Context: an optimization exercise on an open-source flow, tuned for small area. The choices shown serve that exercise and are no tape-out recipe. Function not checked in this run: the RTL went through the layout flow alone. Power and IR drop assume default switching activity.

**flow/design.v**
```verilog
`timescale 1ns/1ps
module therm_to_bin #(
    parameter THERM_BITS = 255
)
(
    input logic [THERM_BITS-1:0] thermometer_code,
    output logic [$clog2(THERM_BITS + 1)-1 : 0] binary_representation
);
    always_comb begin
        integer i;
        logic stop;  
        binary_representation = 8'sd127;
        stop = 1'b0;
        for (i = 0; i < THERM_BITS; i = i + 1) begin
            if (!stop) begin
                if (i == 0 && thermometer_code[i] == 0 && thermometer_code > 1) begin
                    binary_representation = {($clog2(THERM_BITS + 1)-1){1'b1}};
                end
                if(thermometer_code[i])
                    binary_representation = binary_representation - 1;
                else begin
                    binary_representation = binary_representation;
                    stop = 1'b1;
                end
            end
        end
    end
endmodule
module epu#(
    parameter ERR_SIZE = 8, 
    parameter N_SIZE = 8,
    parameter TDC_SIZE = 255
)(
    input logic clk_ref, 
    input logic n_rst,
    input logic enable,
    input logic [1 : 0] freq_lock_range,
    input logic [N_SIZE - 1: 0] n,
    input logic [TDC_SIZE - 1:0] tdc_therm,
    input logic [7:0] freq,                   
    output logic [ERR_SIZE - 1:0] epu_out,
    output logic [ERR_SIZE - 1:0] therm_to_bin_out,
    output logic freq_locked,                
    output logic phase_locked
);
    logic signed [ERR_SIZE - 1:0] tdc_error;  
    therm_to_bin #(.THERM_BITS(TDC_SIZE))
    THERM_TO_BIN(.thermometer_code(tdc_therm), .binary_representation(tdc_error));
    assign therm_to_bin_out = tdc_error;
    typedef enum logic [1:0] {RESET, F_LOCKED, F_SLOW, F_FAST} freq_mode;
    freq_mode f_mode, next_f_mode;
    logic [9:0] freq_locked_count, next_freq_locked_count;
    logic [9:0] phase_locked_count, next_phase_locked_count;
    logic signed [ERR_SIZE - 1:0] next_epu_out;
    always_comb begin
        next_f_mode = f_mode;
        next_epu_out = epu_out;
        if (freq >= (n - freq_lock_range) && freq <= (n + freq_lock_range)) begin
            next_f_mode = F_LOCKED;
            next_epu_out = tdc_error;
        end
        else if (freq < n) begin
            next_f_mode = F_SLOW;
            next_epu_out =  8'sd127;
        end
        else begin
            next_f_mode = F_FAST;
            next_epu_out = -8'sd128;
        end
        if (next_f_mode == F_LOCKED && f_mode == F_LOCKED) begin
            if (freq_locked_count == 1000) begin
                next_freq_locked_count = 1000;
            end
            else begin
                next_freq_locked_count = freq_locked_count + 1;
            end
            if (tdc_error >= -10 && tdc_error <= 10) begin
                if (phase_locked_count == 1000) begin
                    next_phase_locked_count = 1000;
                end
                else begin
                next_phase_locked_count = phase_locked_count + 1;
                end
            end
            else begin
                next_phase_locked_count = 0;
            end
        end
        else begin 
            next_freq_locked_count = 0;
            next_phase_locked_count = 0;
        end
    end
    always_ff @ (posedge clk_ref, negedge n_rst) begin
        if (!n_rst) begin
            f_mode <= RESET;
            epu_out <= 0;
            freq_locked_count <= 0;
            phase_locked_count <= 0;
        end
        else begin
            f_mode <= next_f_mode;
            epu_out <= next_epu_out;
            freq_locked_count <= next_freq_locked_count;
            phase_locked_count <= next_phase_locked_count;
        end
    end
    assign freq_locked = freq_locked_count == 1000? 1: 0;
    assign phase_locked = phase_locked_count == 1000? 1: 0;
endmodule
`timescale 1ns/1ps
module lf #(
    parameter ERR_SIZE = 8,
    parameter ACCUMULATOR_SIZE = 24,
    parameter K_INT_SIZE = 8,
    parameter K_FRAC_SIZE = 8,
    parameter LF_OUT_SIZE = 16
) (
    input wire clk_ref,
    input wire n_rst,
    input logic enable,
    input signed [ERR_SIZE - 1:0] lf_in,                 
    input signed [(K_INT_SIZE + K_FRAC_SIZE) - 1:0] Kp,  
    input signed [(K_INT_SIZE + K_FRAC_SIZE)- 1:0] Ki,   
    output logic [LF_OUT_SIZE - 1:0] lf_out              
);
logic signed [ACCUMULATOR_SIZE - 1 : 0] accumulator;
logic signed [ACCUMULATOR_SIZE - 1 : 0] temp_next_accumulator;
logic signed [ACCUMULATOR_SIZE - 1 : 0] next_accumulator;
logic signed [LF_OUT_SIZE - 1:0] intermediate_lf_out;
logic [LF_OUT_SIZE - 1:0] next_lf_out;
always_ff @ (posedge clk_ref,negedge n_rst) begin
    if (!n_rst) begin
        accumulator <= 0;
        lf_out <= 0;
    end
    else if (enable) begin
        accumulator <= next_accumulator;
        lf_out <= next_lf_out;
    end
end
always_comb begin
    temp_next_accumulator = accumulator + lf_in;
    if (!accumulator[ACCUMULATOR_SIZE-1] && !lf_in[ERR_SIZE-1] && (temp_next_accumulator) < 0)
        next_accumulator = {1'b0, {ACCUMULATOR_SIZE-1{1'b1}}};  
    else if (accumulator[ACCUMULATOR_SIZE-1] && lf_in[ERR_SIZE-1] && (temp_next_accumulator) >= 0)
        next_accumulator = {1'b1, {ACCUMULATOR_SIZE-1{1'b0}}};  
    else
        next_accumulator = accumulator + lf_in;
    intermediate_lf_out = ((lf_in * Kp) >> K_FRAC_SIZE) + ((accumulator * Ki) >> K_FRAC_SIZE);
    next_lf_out = $unsigned(intermediate_lf_out) + (1 << (LF_OUT_SIZE - 1));
end
endmodule
module dsdac_mod
	#(
		parameter DIN_W = 16,
		parameter DOUT_BITS = 5,
		parameter DOUT_W = 2**DOUT_BITS
	)
	(
		input logic clk_ref,
		input logic n_rst,
		input logic enable,
		input logic [DIN_W-1:0] din,
		input logic [DOUT_BITS-1:0] out_set,
		output logic [DOUT_BITS-1:0] mod_out,
		output logic signed [DIN_W-DOUT_BITS:0] mod_err,
		output logic [DOUT_W-1:0] dout,
		output logic [DOUT_W-1:0] dout_neg
	);
	localparam DOUT_RESET = {{(DOUT_W/2){1'b0}} , 1'b1, {(DOUT_W/2 -1){1'b0}}};
	localparam W_QUANT = DIN_W-DOUT_BITS+1;  
	localparam QUANT_THRESH = 2**(W_QUANT-1);
	logic signed [W_QUANT-1:0] accum;
	logic [DOUT_W-1:0] dout_next;
	logic signed [W_QUANT-1:0] accum_next;
	logic signed [W_QUANT:0] quant_in;
	logic quant_out;
	logic [DOUT_BITS-1:0] tw;
	logic [DOUT_BITS-1:0] din_int;
	logic signed [W_QUANT-1:0] din_frac;
	assign din_int = din[DIN_W-1:W_QUANT-1];
	assign din_frac = $signed({1'b0,din[W_QUANT-2:0]});
	integer i;
	always_comb begin
		if(enable == 1'b1) begin
			quant_in = din_frac + accum;
			quant_out = (quant_in >= QUANT_THRESH) ? 1'b1 : 1'b0;
			accum_next = {1'b0, quant_in[(DIN_W - DOUT_BITS-1):0]};
			tw = (&din_int) ? (DOUT_W-1) : din_int + quant_out;
		end else begin
			quant_in = 0;
			quant_out = 0;
			accum_next = accum;
			tw = out_set;
		end
		for(i=0; i< DOUT_W; i=i+1) begin
			if(tw == i) begin
				dout_next[i] = 1'b1;
			end else begin
				dout_next[i] = 1'b0;
			end
		end
	end
	always_ff @ (posedge clk_ref, negedge n_rst) begin
		if(n_rst == 1'b0) begin
			dout <= DOUT_RESET;
			dout_neg <= ~DOUT_RESET;
			accum <= 0;
		end else begin
			dout <= dout_next;
			dout_neg <= ~dout_next;
			accum <= accum_next;
		end
	end
	assign mod_out = tw;
	assign mod_err = $signed({quant_out, din[W_QUANT-2:0]});
endmodule
module filter#(
    parameter ERR_SIZE = 8, 
    parameter N_SIZE = 8,
    parameter TDC_SIZE = 255,
    parameter K_INT_SIZE = 8,
    parameter K_FRAC_SIZE = 8,
    parameter ACCUMULATOR_SIZE = 24,
    parameter LF_OUT_SIZE = 16,
    parameter FILTER_OUT_SIZE = 5,
    parameter DOUT_SIZE = 32
)(
    input logic clk_ref, 
    input logic n_rst,
    input logic enable,
    input logic [1 : 0] freq_lock_range,
    input logic [N_SIZE - 1: 0] n,                       
    input logic [TDC_SIZE - 1:0] tdc_therm,
    input logic [7:0] freq,                              
    input signed [(K_INT_SIZE + K_FRAC_SIZE) - 1:0] kp,  
    input signed [(K_INT_SIZE + K_FRAC_SIZE)- 1:0] ki,
    output logic [FILTER_OUT_SIZE - 1 : 0] filter_out,   
    output logic [DOUT_SIZE - 1: 0] dout,
    output logic [DOUT_SIZE - 1: 0] dout_neg,
    output logic [LF_OUT_SIZE - 1 : 0] lf_out,           
    output logic [ERR_SIZE - 1: 0] therm_to_bin_out,
    output logic freq_locked,
    output logic phase_locked
);
    logic signed [ERR_SIZE - 1:0] lf_in;
    logic [LF_OUT_SIZE - 1 : 0] int_lf_out;
    epu #(  .ERR_SIZE(ERR_SIZE), .N_SIZE(N_SIZE), .TDC_SIZE(TDC_SIZE))                                                                                                       
    epu0 (                                  
            .clk_ref(clk_ref), .n_rst(n_rst), .n(n), .enable(enable),.freq_lock_range(freq_lock_range), .tdc_therm(tdc_therm), .freq(freq),      
            .epu_out(lf_in), .therm_to_bin_out(therm_to_bin_out), .freq_locked(freq_locked), .phase_locked(phase_locked));                                                   
    lf #(   .ERR_SIZE(ERR_SIZE), .ACCUMULATOR_SIZE(ACCUMULATOR_SIZE), .K_INT_SIZE(K_INT_SIZE), .K_FRAC_SIZE(K_FRAC_SIZE), .LF_OUT_SIZE(LF_OUT_SIZE))     
    lf0 (   
            .lf_in(lf_in), .Kp(kp), .Ki(ki), .clk_ref(clk_ref), .n_rst(n_rst), .enable(enable),                                    
            .lf_out(int_lf_out));                                                                                                                        
    assign lf_out = int_lf_out;
    dsdac_mod dsdac_mod0(
            .clk_ref(clk_ref), .n_rst(n_rst), .enable(enable), .din(int_lf_out), .out_set({FILTER_OUT_SIZE{1'b0}}),                
            .mod_out(filter_out), .mod_err(), .dout(dout), .dout_neg(dout_neg));                                                                         
endmodule
```
**flow/constraint.sdc**
```tcl
create_clock -name core_clock -period 500.0 [get_ports {clk_ref}]
set_input_delay 100.0000 -clock core_clock [delete_from_list [all_inputs] [get_ports {clk_ref}]]
set_output_delay 100.0000 -clock core_clock [all_outputs]
set_load 0.01 [all_outputs]
```
**flow/run.sh**
```bash
#!/bin/bash
# synth_recipe.tcl (not shown) runs the flow's synth.tcl, then flattens the netlist and writes it again
# the make line also repeats each setting of config.mk as NAME=value (left out here)
make -C /OpenROAD-flow-scripts/flow DESIGN_CONFIG=/design/flow/config.mk WORK_HOME=/design/flow/orfs CLKGATE_MAP_FILE= SYNTH_SCRIPT=/design/flow/synth_recipe.tcl finish
```
**flow/config.mk**
```make
export PLATFORM = sky130hd
export DESIGN_NAME = filter
export DESIGN_NICKNAME = filter
export VERILOG_FILES = /design/flow/design.v
export SDC_FILE = /design/flow/constraint.sdc
export NUM_CORES = 4
export LEC_CHECK = 0
export CAP_MARGIN = 20
export CORE_MARGIN = 2
export CORE_UTILIZATION = 40
export SLEW_MARGIN = 20
```
==> impl_metrics.json <==
{
  "outcome": "finished clean",
  "routed_via_density": 5.718,
  "num_rows": 147,
  "r2r-end": "lf0.lf_out[15]",
  "worstPathMaxFanout": 7,
  "critPathRequiredTime_ns": 400.00,
  "top_layer": "met5",
  "powerClk_w": 0.0000129,
  "critPathLaunchType": "primary input",
  "async_flop_share_pct": 100.0,
  "crit_end": "therm_to_bin_out[6]",
  "relSlewSlack_pct": 16.37,
  "drtIter0Drc": 4781,
  "clk_pin_slew_ns": 0.06,
  "fp.dieH_um": 407.1,
  "drive_above_1_share_pct": 4.613,
  "die_area_um2": 165700,
  "p_comb_share_pct": 95.8,
  "holdPathStages": 1,
  "area_delta_synth_final_pct": 10.51,
  "fin_skew_ns": 0.01603,
  "r2r_slack_ns": 490.37,
  "synth.distinct_cells": 121,
  "p_comb_w": 0.00102,
  "portBuffers": 402,
  "cts-root-buf": "clkbuf_16",
  "fin_crit_sh_pct": 74.58,
  "worst-path-stages": 1116,
  "dr_wl_met2_um": 106400,
  "setup_tns_ns": 0,
  "p_int_w": 0.0005083,
  "r2r-start": "lf0.accumulator[6]",
  "p_sw_share_pct": 52.46,
  "max_freq_mhz": 2.682,
  "startpoint": "tdc_therm[3]",
  "syn_avg_cell_area_um2": 7.317,
  "maxPowerGroup": "combinational cells",
  "post-route-drc-count": 0,
  "setup_viol": 0,
  "cts_buffer_depth": 2,
  "path_buf_inv": 55,
  "ys_warn_count": 4,
  "reg2regPathDepth": 39,
  "wire_per_inst_um": 19.95,
  "clock_latency_ns": 0.44,
  "p_leak_nw": 30.10,
  "crit_type": "in2out",
  "core-area_um2": 160900,
  "seq_power_share_pct": 2.9,
  "arrival_ns": 272.89,
  "grt_overflow": 0,
  "syn_inst": 8883,
  "ios": 403,
  "yosysTopAreaCell": "fa_1",
  "pre_cts_slack_ns": 129.62,
  "rsz0062_at_grt": "no",
  "ys_ff_latch": 145,
  "cts_setup_buffers": 0,
  "cts_made_buffers": 17,
  "power_density_nw_per_um2": 14.89,
  "yosysTopAreaCellShare_pct": 9.148,
  "dp_hpwl_um": 188300,
  "seq_power_w": 0.0000315,
  "totalWireLength_um": 225400,
  "ant_nets": 0,
  "first_pass_iters": 6,
  "place.gp.congestion": 0.9855,
  "htreeDepth": 4,
  "synth_flop_cell": "dfrtp_1",
  "crit_top_cell": "ha_1",
  "cpLargestDelayFamily": "adder cells",
  "ir_worst_vdd_mv": 0.1182,
  "antenna_found_initial": 35,
  "worst_pin_slew_ns": 1.245,
  "synth_area_leaders": "fa_1 (9.1%), ha_1 (9.0%), xnor2_1 (8.8%)",
  "cts_tree": "done",
  "holdCritStartpoint": "dsdac_mod0.accum[9]",
  "synth_edf_count": 0,
  "power_frac_clock_pct": 1.2,
  "min_path_type": "reg2reg",
  "gr-usage-all-layers_pct": 26.45,
  "nets": 10180,
  "seq_area_frac_synth_pct": 5.644,
  "via_count": 64610,
  "start_util_pct": 40.39,
  "crit_slowest_cell": "o21ai_0",
  "slew_violations": 0,
  "dieWidth_um": 407.1,
  "holdPathEnd": "dsdac_mod0.accum[9]",
  "met1Wirelength_um": 98710,
  "fillCellCount": 16470,
  "p_sw_w": 0.0005609,
  "crit_path_max_incr_delay_ns": 0.60,
  "setup_ws_ns": 127.11,
  "cts_sinks": 145,
  "maxCapViolCount": 0,
  "finalHoldViolCount": 0,
  "grt_pass1_wl_um": 351300,
  "grt_pass1_vias": 62510,
  "met3_length_um": 14230,
  "cp-end-kind": "output pin",
  "period_minus_slack_ns": 372.89,
  "synth.cell_area_um2": 64990,
  "grt_max_degree": 83,
  "cts_resized": 0,
  "cts_hold_buffers": 0
}
[routing by layer]
metal,GRT usage [%],vias to the layer above
met5,0,-
met4,6.920,42
met3,3.188,333
met2,45.37,1844
met1,34.95,31250
li1,-,31140
[flip-flops by register name, summed over array words and instances, names as in the netlist]
name and count:
dsdac_mod0.dout 32, dsdac_mod0.dout_neg 32, lf0.accumulator 24, lf0.lf_out 16, dsdac_mod0.accum 11, epu0.freq_locked_count 10, epu0.phase_locked_count 10, epu0.epu_out 8
epu0.f_mode 2
[Yosys cell counts, types with 125 or more instances]
| cell | n |
|---|---|
| fa_1 | 297 |
| mux2i_1 | 178 |
| a21oi_1 | 417 |
| clkbuf_1 | 222 |
| inv_1 | 715 |
| ha_1 | 465 |
| nand4_1 | 136 |
| nand3_1 | 359 |
| and2_1 | 328 |
| xnor2_1 | 656 |
| nor3_1 | 284 |
| xor2_1 | 354 |
| and3_1 | 125 |
| o21ai_0 | 396 |
| nand2_1 | 1236 |
| nor2_1 | 804 |
[cells in the final DEF, fill, tap and decap left out, drive strengths merged, types with 359 or more instances in the layout]
master and count:
clkdlybuf4s50 400, nand2 1237, o21ai 407, xor2 373, ha 465, nor2 806
nand3 359, xnor2 703, inv 724, a21oi 419
[layout make-up]
| cell class | instances | area (um^2) | share of cell area (%) |
|---|---|---|---|
| Multi-Input combinational cell | 7774 | 57690 | 80.32 |
| Timing Repair Buffer | 461 | 4463 | 6.214 |
| Sequential cell | 145 | 3669 | 5.107 |
| Tap cell | 2160 | 2703 | 3.763 |
| Inverter | 715 | 2684 | 3.737 |
| Clock buffer | 17 | 425.4 | 0.5923 |
| Clock inverter | 15 | 163.9 | 0.2282 |
| Antenna cell | 12 | 30.03 | 0.04181 |
[metrics by stage]
step                hold WS [ns]  utilization, %  instance area, um^2  power (W)  std cells
global placement          0.4931           44.24                71200   0.001037      11260
floorplan                 0.4809               -                65010  0.0008003       8887
detailed placement        0.5032           44.24                71200   0.001051      11260
global route              0.5305           44.62                71810   0.001199      11290
CTS                       0.5187           44.61                71790   0.001078      11290
finish                    0.5142           44.63                71830   0.001069      11300
[logic make-up (layout without fill, tap and decap cells)]
kind of cell	count (synthesis)	count (layout)	synth area share, %
xor+xnor	1245	1245	21.39
fa+ha+maj	783	783	18.42
mux	247	247	3.968
buf+inv	968	1208	5.687
flops	145	145	5.644
simple gates	3911	3911	29.31
other cells	1	17	0.005770
compound gates	1583	1583	15.57

afterwards: timing with drivers on the ports:
In the flow no input, the clock included, has a driving cell. The finished layout below was timed again as built, in two steps.
Step 1 (the two cells are an assumption about what drives the block):
set clk [get_ports {clk_ref}]
set_driving_cell -lib_cell sky130_fd_sc_hd__clkbuf_16 $clk
set_driving_cell -lib_cell sky130_fd_sc_hd__buf_2 [delete_from_list [all_inputs] $clk]
Step 2 moves the port delays by t, midway between the first and last clock arrival at a register: inputs arrive t later, outputs are due t later. That takes back most of the time a late clock gives input paths.
a / b / c = ideal ports / drivers / drivers and shift; a / b = the first two.
shift t [ns]: 0.470
slack for setup (ns): 127.110 / 127.084 / 127.084
clock arrival spread, ns: 0.018 / 0.018
After both steps setup and hold are still met in this run. For this run, drivers alone change the setup slack by -0.026 ns; drivers and shift together by -0.026 ns.
